Source: an optimization exercise on an open RTL-to-GDS flow (aim: small area, a short achievable clock period and few clock cycles per item). Production flows keep margins and buffers that such runs may drop.
At most, simulation tests tie the RTL to the original design; equivalence was not proved.

==> 01-28: inputs <==
## multiply
module multiply (clk, prod, fin, mcand, mplier, reset);
	input clk, reset;
	output [63:0] prod;
	output fin;
	input [31:0] mcand, mplier;
	reg first;		 
	reg [1:0] cnt;		 
	reg [32:0] S, C;	 
	reg [11:0] lx, ly;	 
	reg cin;		 
	reg [5:0] e1, e2;	 
	reg [23:0] sh;	 
	assign fin = (cnt == 3);
	wire [35:0] mpx = {4'd0, mplier};
	wire ld = first;	 
	wire [12:0] nxt = ld ? mpx[23:11] : sh[23:11];	 
	wire [32:0] a = S & {33{~ld}} | {1'b1, 32'd0} & {33{ld}};
	wire [32:0] b = C & {33{~ld}};
	wire [33:0] m1 = {2'b00, mcand};
	wire [33:0] m2 = {1'b0, mcand, 1'b0};
	wire [2:0] f0 = {mplier[1], mplier[0], 1'b0};
	wire [2:0] q0 = nxt[2:0];
	wire fs1_0, fs2_0;
	benc ue0 (f0, fs1_0, fs2_0);
	wire s1_0 = e1[0] | first & fs1_0;
	wire s2_0 = e2[0] | first & fs2_0;
	wire ng0 = first ? mplier[1] : sh[1];
	wire [33:0] r0 = (({34{s1_0}} & m1) | ({34{s2_0}} & m2)) ^ {34{ng0}};
	wire [2:0] f1 = {mplier[3], mplier[2], mplier[1]};
	wire [2:0] q1 = nxt[4:2];
	wire fs1_1, fs2_1;
	benc ue1 (f1, fs1_1, fs2_1);
	wire s1_1 = e1[1] | first & fs1_1;
	wire s2_1 = e2[1] | first & fs2_1;
	wire ng1 = first ? mplier[3] : sh[3];
	wire [33:0] r1 = (({34{s1_1}} & m1) | ({34{s2_1}} & m2)) ^ {34{ng1}};
	wire [2:0] f2 = {mplier[5], mplier[4], mplier[3]};
	wire [2:0] q2 = nxt[6:4];
	wire fs1_2, fs2_2;
	benc ue2 (f2, fs1_2, fs2_2);
	wire s1_2 = e1[2] | first & fs1_2;
	wire s2_2 = e2[2] | first & fs2_2;
	wire ng2 = first ? mplier[5] : sh[5];
	wire [33:0] r2 = (({34{s1_2}} & m1) | ({34{s2_2}} & m2)) ^ {34{ng2}};
  ...
Settings: LEC_CHECK=0, CAP_MARGIN=20, CORE_MARGIN=2, CORE_UTILIZATION=40, SETUP_SLACK_MARGIN=0.5, SLEW_MARGIN=20, SYNTH_HIERARCHICAL=1, SYNTH_MINIMUM_KEEP_SIZE=0; clock period 4.5 ns.
standard.sh (not shown) runs the stock make flow with config.mk's settings and CLKGATE_MAP_FILE= SYNTH_SCRIPT=/design/flow/synth_recipe.tcl, a recipe that flattens the netlist after the stock synthesis.
==> flow/flow/run.sh <==
#!/bin/bash
# Standard layout (the standard.sh, unchanged synthesis), but the ports get
# plain buf_2 buffers instead of the clkdlybuf4s50 delay cells that
# buffer_ports picks by default.  ORFS writes each step's log under orfs/logs.
export BUFFER_PORTS_ARGS="-buffer_cell sky130_fd_sc_hd__buf_2"
bash standard.sh > standard.log 2>&1
==> 11-04: changes against 01-28 <==
--- a/flow/design.v
+++ b/flow/design.v
@@ -5,69 +5,56 @@
 	input [31:0] mcand, mplier;
 	reg first;		 
 	reg [1:0] cnt;		 
 	reg [32:0] S, C;	 
 	reg [11:0] lx, ly;	 
 	reg cin;		 
-	reg [5:0] e1, e2;	 
+	reg [5:0] e1, e2, en;	 
 	reg [23:0] sh;	 
 	assign fin = (cnt == 3);
 	wire [35:0] mpx = {4'd0, mplier};
-	wire ld = first;	 
-	wire [12:0] nxt = ld ? mpx[23:11] : sh[23:11];	 
-	wire [32:0] a = S & {33{~ld}} | {1'b1, 32'd0} & {33{ld}};
-	wire [32:0] b = C & {33{~ld}};
+	wire [12:0] nxt = first ? mpx[23:11] : sh[23:11];	 
+	wire [32:0] a = S & {33{~first}} | {1'b1, 32'd0} & {33{first}};
+	wire [32:0] b = C & {33{~first}};
 	wire [33:0] m1 = {2'b00, mcand};
 	wire [33:0] m2 = {1'b0, mcand, 1'b0};
 	wire [2:0] f0 = {mplier[1], mplier[0], 1'b0};
 	wire [2:0] q0 = nxt[2:0];
-	wire fs1_0, fs2_0;
-	benc ue0 (f0, fs1_0, fs2_0);
-	wire s1_0 = e1[0] | first & fs1_0;
-	wire s2_0 = e2[0] | first & fs2_0;
-	wire ng0 = first ? mplier[1] : sh[1];
+	wire s1_0 = e1[0] | first & (f0[1] ^ f0[0]);
+	wire s2_0 = e2[0] | first & ((f0 == 3'b100) | (f0 == 3'b011));
+	wire ng0 = en[0] | first & f0[2];
 	wire [33:0] r0 = (({34{s1_0}} & m1) | ({34{s2_0}} & m2)) ^ {34{ng0}};
 	wire [2:0] f1 = {mplier[3], mplier[2], mplier[1]};
 	wire [2:0] q1 = nxt[4:2];
-	wire fs1_1, fs2_1;
-	benc ue1 (f1, fs1_1, fs2_1);
-	wire s1_1 = e1[1] | first & fs1_1;
-	wire s2_1 = e2[1] | first & fs2_1;
-	wire ng1 = first ? mplier[3] : sh[3];
+	wire s1_1 = e1[1] | first & (f1[1] ^ f1[0]);
+	wire s2_1 = e2[1] | first & ((f1 == 3'b100) | (f1 == 3'b011));
+	wire ng1 = en[1] | first & f1[2];
 	wire [33:0] r1 = (({34{s1_1}} & m1) | ({34{s2_1}} & m2)) ^ {34{ng1}};
 	wire [2:0] f2 = {mplier[5], mplier[4], mplier[3]};
 	wire [2:0] q2 = nxt[6:4];
-	wire fs1_2, fs2_2;
-	benc ue2 (f2, fs1_2, fs2_2);
-	wire s1_2 = e1[2] | first & fs1_2;
-	wire s2_2 = e2[2] | first & fs2_2;
-	wire ng2 = first ? mplier[5] : sh[5];
+	wire s1_2 = e1[2] | first & (f2[1] ^ f2[0]);
+	wire s2_2 = e2[2] | first & ((f2 == 3'b100) | (f2 == 3'b011));
+	wire ng2 = en[2] | first & f2[2];
 	wire [33:0] r2 = (({34{s1_2}} & m1) | ({34{s2_2}} & m2)) ^ {34{ng2}};
 	wire [2:0] f3 = {mplier[7], mplier[6], mplier[5]};
 	wire [2:0] q3 = nxt[8:6];
-	wire fs1_3, fs2_3;
-	benc ue3 (f3, fs1_3, fs2_3);
-	wire s1_3 = e1[3] | first & fs1_3;
-	wire s2_3 = e2[3] | first & fs2_3;
-	wire ng3 = first ? mplier[7] : sh[7];
+	wire s1_3 = e1[3] | first & (f3[1] ^ f3[0]);
+	wire s2_3 = e2[3] | first & ((f3 == 3'b100) | (f3 == 3'b011));
+	wire ng3 = en[3] | first & f3[2];
 	wire [33:0] r3 = (({34{s1_3}} & m1) | ({34{s2_3}} & m2)) ^ {34{ng3}};
 	wire [2:0] f4 = {mplier[9], mplier[8], mplier[7]};
 	wire [2:0] q4 = nxt[10:8];
-	wire fs1_4, fs2_4;
-	benc ue4 (f4, fs1_4, fs2_4);
-	wire s1_4 = e1[4] | first & fs1_4;
-	wire s2_4 = e2[4] | first & fs2_4;
-	wire ng4 = first ? mplier[9] : sh[9];
+	wire s1_4 = e1[4] | first & (f4[1] ^ f4[0]);
+	wire s2_4 = e2[4] | first & ((f4 == 3'b100) | (f4 == 3'b011));
+	wire ng4 = en[4] | first & f4[2];
 	wire [33:0] r4 = (({34{s1_4}} & m1) | ({34{s2_4}} & m2)) ^ {34{ng4}};
 	wire [2:0] f5 = {mplier[11], mplier[10], mplier[9]};
 	wire [2:0] q5 = nxt[12:10];
-	wire fs1_5, fs2_5;
-	benc ue5 (f5, fs1_5, fs2_5);
-	wire s1_5 = e1[5] | first & fs1_5;
-	wire s2_5 = e2[5] | first & fs2_5;
-	wire ng5 = first ? mplier[11] : sh[11];
+	wire s1_5 = e1[5] | first & (f5[1] ^ f5[0]);
+	wire s2_5 = e2[5] | first & ((f5 == 3'b100) | (f5 == 3'b011));
+	wire ng5 = en[5] | first & f5[2];
 	wire [33:0] r5 = (({34{s1_5}} & m1) | ({34{s2_5}} & m2)) ^ {34{ng5}};
 	wire l0_6_0_s, l0_6_0_c;
 	ha ul0_6_0 (a[6], b[6], l0_6_0_s, l0_6_0_c);
 	wire l0_7_1_s, l0_7_1_c;
 	ha ul0_7_1 (a[7], b[7], l0_7_1_s, l0_7_1_c);
 	wire l0_8_2_s, l0_8_2_c;
@@ -541,27 +528,22 @@
 		else if (cnt != 3)
 			cnt <= cnt + 1'b1;
 		S <= x[44:12];
 		C <= y[44:12];
 		lx <= x[11:0];
 		ly <= y[11:0];
-		cin <= low[12] & ~ld;
+		cin <= low[12] & ~first;
 		e1 <= reset ? 6'd0 : {q5[1] ^ q5[0], q4[1] ^ q4[0], q3[1] ^ q3[0], q2[1] ^ q2[0], q1[1] ^ q1[0], q0[1] ^ q0[0]};
 		e2 <= reset ? 6'd0 : {(q5 == 3'b100) | (q5 == 3'b011), (q4 == 3'b100) | (q4 == 3'b011), (q3 == 3'b100) | (q3 == 3'b011), (q2 == 3'b100) | (q2 == 3'b011), (q1 == 3'b100) | (q1 == 3'b011), (q0 == 3'b100) | (q0 == 3'b011)};
-		sh <= ld ? mpx[35:12] : {low[11:0], sh[23:12]};
+		en <= reset ? 6'd0 : {q5[2], q4[2], q3[2], q2[2], q1[2], q0[2]};
+		sh <= first ? mpx[35:12] : {low[11:0], sh[23:12]};
 	end
 	wire [40:0] his = {S, lx, cin} + {C, ly, cin};
 	wire [39:0] hi = his[40:1];
 	assign prod = {hi, sh};
 endmodule
-module benc (g, s1, s2);
-	input [2:0] g;
-	output s1, s2;
-	assign s1 = g[1] ^ g[0];
-	assign s2 = (g == 3'b100) | (g == 3'b011);
-endmodule
 module fa (a, b, c, s, co);
 	input a, b, c;
 	output s, co;
 	assign s = a ^ b ^ c;
 	assign co = (a & b) | (a & c) | (b & c);
 endmodule
==> flow/flow/run.sh (replaced) <==
#!/bin/bash
# Standard layout, but with plain buffers on the ports instead of delay cells.
export BUFFER_PORTS_ARGS="-buffer_cell sky130_fd_sc_hd__buf_2"
bash standard.sh > standard.log 2>&1
==> 01-26: changes against 01-28 <==
--- a/flow/design.v
+++ b/flow/design.v
@@ -543,24 +543,24 @@
 		S <= x[44:12];
 		C <= y[44:12];
 		lx <= x[11:0];
 		ly <= y[11:0];
 		cin <= low[12] & ~ld;
 		e1 <= reset ? 6'd0 : {q5[1] ^ q5[0], q4[1] ^ q4[0], q3[1] ^ q3[0], q2[1] ^ q2[0], q1[1] ^ q1[0], q0[1] ^ q0[0]};
-		e2 <= reset ? 6'd0 : {(q5 == 3'b100) | (q5 == 3'b011), (q4 == 3'b100) | (q4 == 3'b011), (q3 == 3'b100) | (q3 == 3'b011), (q2 == 3'b100) | (q2 == 3'b011), (q1 == 3'b100) | (q1 == 3'b011), (q0 == 3'b100) | (q0 == 3'b011)};
+		e2 <= reset ? 6'd0 : {(q5[2] ^ q5[1]) & ~(q5[1] ^ q5[0]), (q4[2] ^ q4[1]) & ~(q4[1] ^ q4[0]), (q3[2] ^ q3[1]) & ~(q3[1] ^ q3[0]), (q2[2] ^ q2[1]) & ~(q2[1] ^ q2[0]), (q1[2] ^ q1[1]) & ~(q1[1] ^ q1[0]), (q0[2] ^ q0[1]) & ~(q0[1] ^ q0[0])};
 		sh <= ld ? mpx[35:12] : {low[11:0], sh[23:12]};
 	end
 	wire [40:0] his = {S, lx, cin} + {C, ly, cin};
 	wire [39:0] hi = his[40:1];
 	assign prod = {hi, sh};
 endmodule
 module benc (g, s1, s2);
 	input [2:0] g;
 	output s1, s2;
 	assign s1 = g[1] ^ g[0];
-	assign s2 = (g == 3'b100) | (g == 3'b011);
+	assign s2 = (g[2] ^ g[1]) & ~(g[1] ^ g[0]);
 endmodule
 module fa (a, b, c, s, co);
 	input a, b, c;
 	output s, co;
 	assign s = a ^ b ^ c;
 	assign co = (a & b) | (a & c) | (b & c);
==> flow/flow/run.sh (replaced) <==
#!/bin/bash
# Standard layout, but with plain buffers on the ports instead of delay cells.
export BUFFER_PORTS_ARGS="-buffer_cell sky130_fd_sc_hd__buf_2"
bash standard.sh > standard.log 2>&1
CORE_UTILIZATION = 55   (was 40)
PLACE_DENSITY = 0.75   (was unset)
==> Flow_metrics.wiki <==
{| class="wikitable"
! Metric !! Value
|-
| Non-clock buffer instance count of the final layout || 159
|-
| Met2 layer usage reported by global route || 0.410
|-
| Status || no timing/DRC/antenna violations
|-
| First-pass GRT wire length || 69900 um
|-
| Most area-consuming cells after synthesis || sky130_fd_sc_hd__fa_1 26%, sky130_fd_sc_hd__dfxtp_1 18%, sky130_fd_sc_hd__xnor2_1 13%
|-
| Aggregate routed wire length || 45300 um
|-
| Ratio of final minimum period to clock period || 0.874
|-
| R2R depth || 10
|-
| Number of antenna violations at the first check in global routing || 1
|-
| Count of flip-flops and latches || 134
|-
| Post-route core utilization || 0.472
|}
The numbers above come from 11-04.

==> Flow_metrics.wiki <==
{| class="wikitable"
! Metric !! Value
|-
| First-pass GRT wire length || 66800 um
|-
| Aggregate routed wire length || 43000 um
|-
| Met2 layer usage reported by global route || 0.408
|-
| Number of antenna violations at the first check in global routing || 0
|-
| Post-route core utilization || 0.479
|-
| Status || no timing/DRC/antenna violations
|-
| Ratio of final minimum period to clock period || 0.877
|-
| Count of flip-flops and latches || 128
|}
The numbers above come from 01-28.

==> Flow_metrics.wiki <==
{| class="wikitable"
! Metric !! Value
|-
| Status || no timing/DRC/antenna violations
|-
| Post-route core utilization || 0.636
|-
| First-pass GRT wire length || 67100 um
|-
| Most area-consuming cells after synthesis || sky130_fd_sc_hd__fa_1 27%, sky130_fd_sc_hd__dfxtp_1 18%, sky130_fd_sc_hd__xnor2_1 14%
|-
| Met2 layer usage reported by global route || 0.527
|-
| GRT Max-Usage Layer || met2
|-
| Number of antenna violations at the first check in global routing || 0
|-
| Non-clock buffer instance count of the final layout || 175
|-
| Count of flip-flops and latches || 128
|-
| Aggregate routed wire length || 43900 um
|-
| Max Freq || 0.247 GHz
|-
| Final instance count without filler cells || 1817
|-
| Post-CTS sizing || 9
|-
| Ratio of final minimum period to clock period || 0.899
|}
The numbers above come from 01-26.

Testbench counts of 01-28, summed over its fixed seeds: cycles 12,800, items 3,200.
Testbench counts of 11-04, summed over its fixed seeds: cycles 12,800, items 3,200.
Only the layout flow was run in 01-26; the RTL was not checked for function there.

## what the ideal ports hide
Ports are ideal in the flow. The routed layouts listed here were re-timed in OpenROAD.
Step 1: set_driving_cell puts a clkbuf_16 on clk and a buf_2 on each other input, an assumption about the parent block.
Step 2, shift: input delay + t, output delay - t, t = (earliest + latest rising clock arrival at the registers) / 2. This alone moves slack from input paths to output paths.
Slacks: ideal ports / drivers / drivers and shift; pairs: ideal ports / drivers.
run | t (ns) | setup WS [ns] | hold WS [ns]
01-28 | 0.494 | 0.552 / 0.498 / 0.121 | 0.520 / 0.520 / 0.520
11-04 | 0.482 | 0.565 / 0.555 / 0.104 | 0.505 / 0.505 / 0.505
01-26 | 0.479 | 0.454 / 0.404 / 0.213 | 0.531 / 0.531 / 0.531
After both steps setup and hold are still met in every run listed. For 11-04, which loses most, drivers alone change the setup slack by -0.010 ns; drivers and shift together by -0.461 ns.
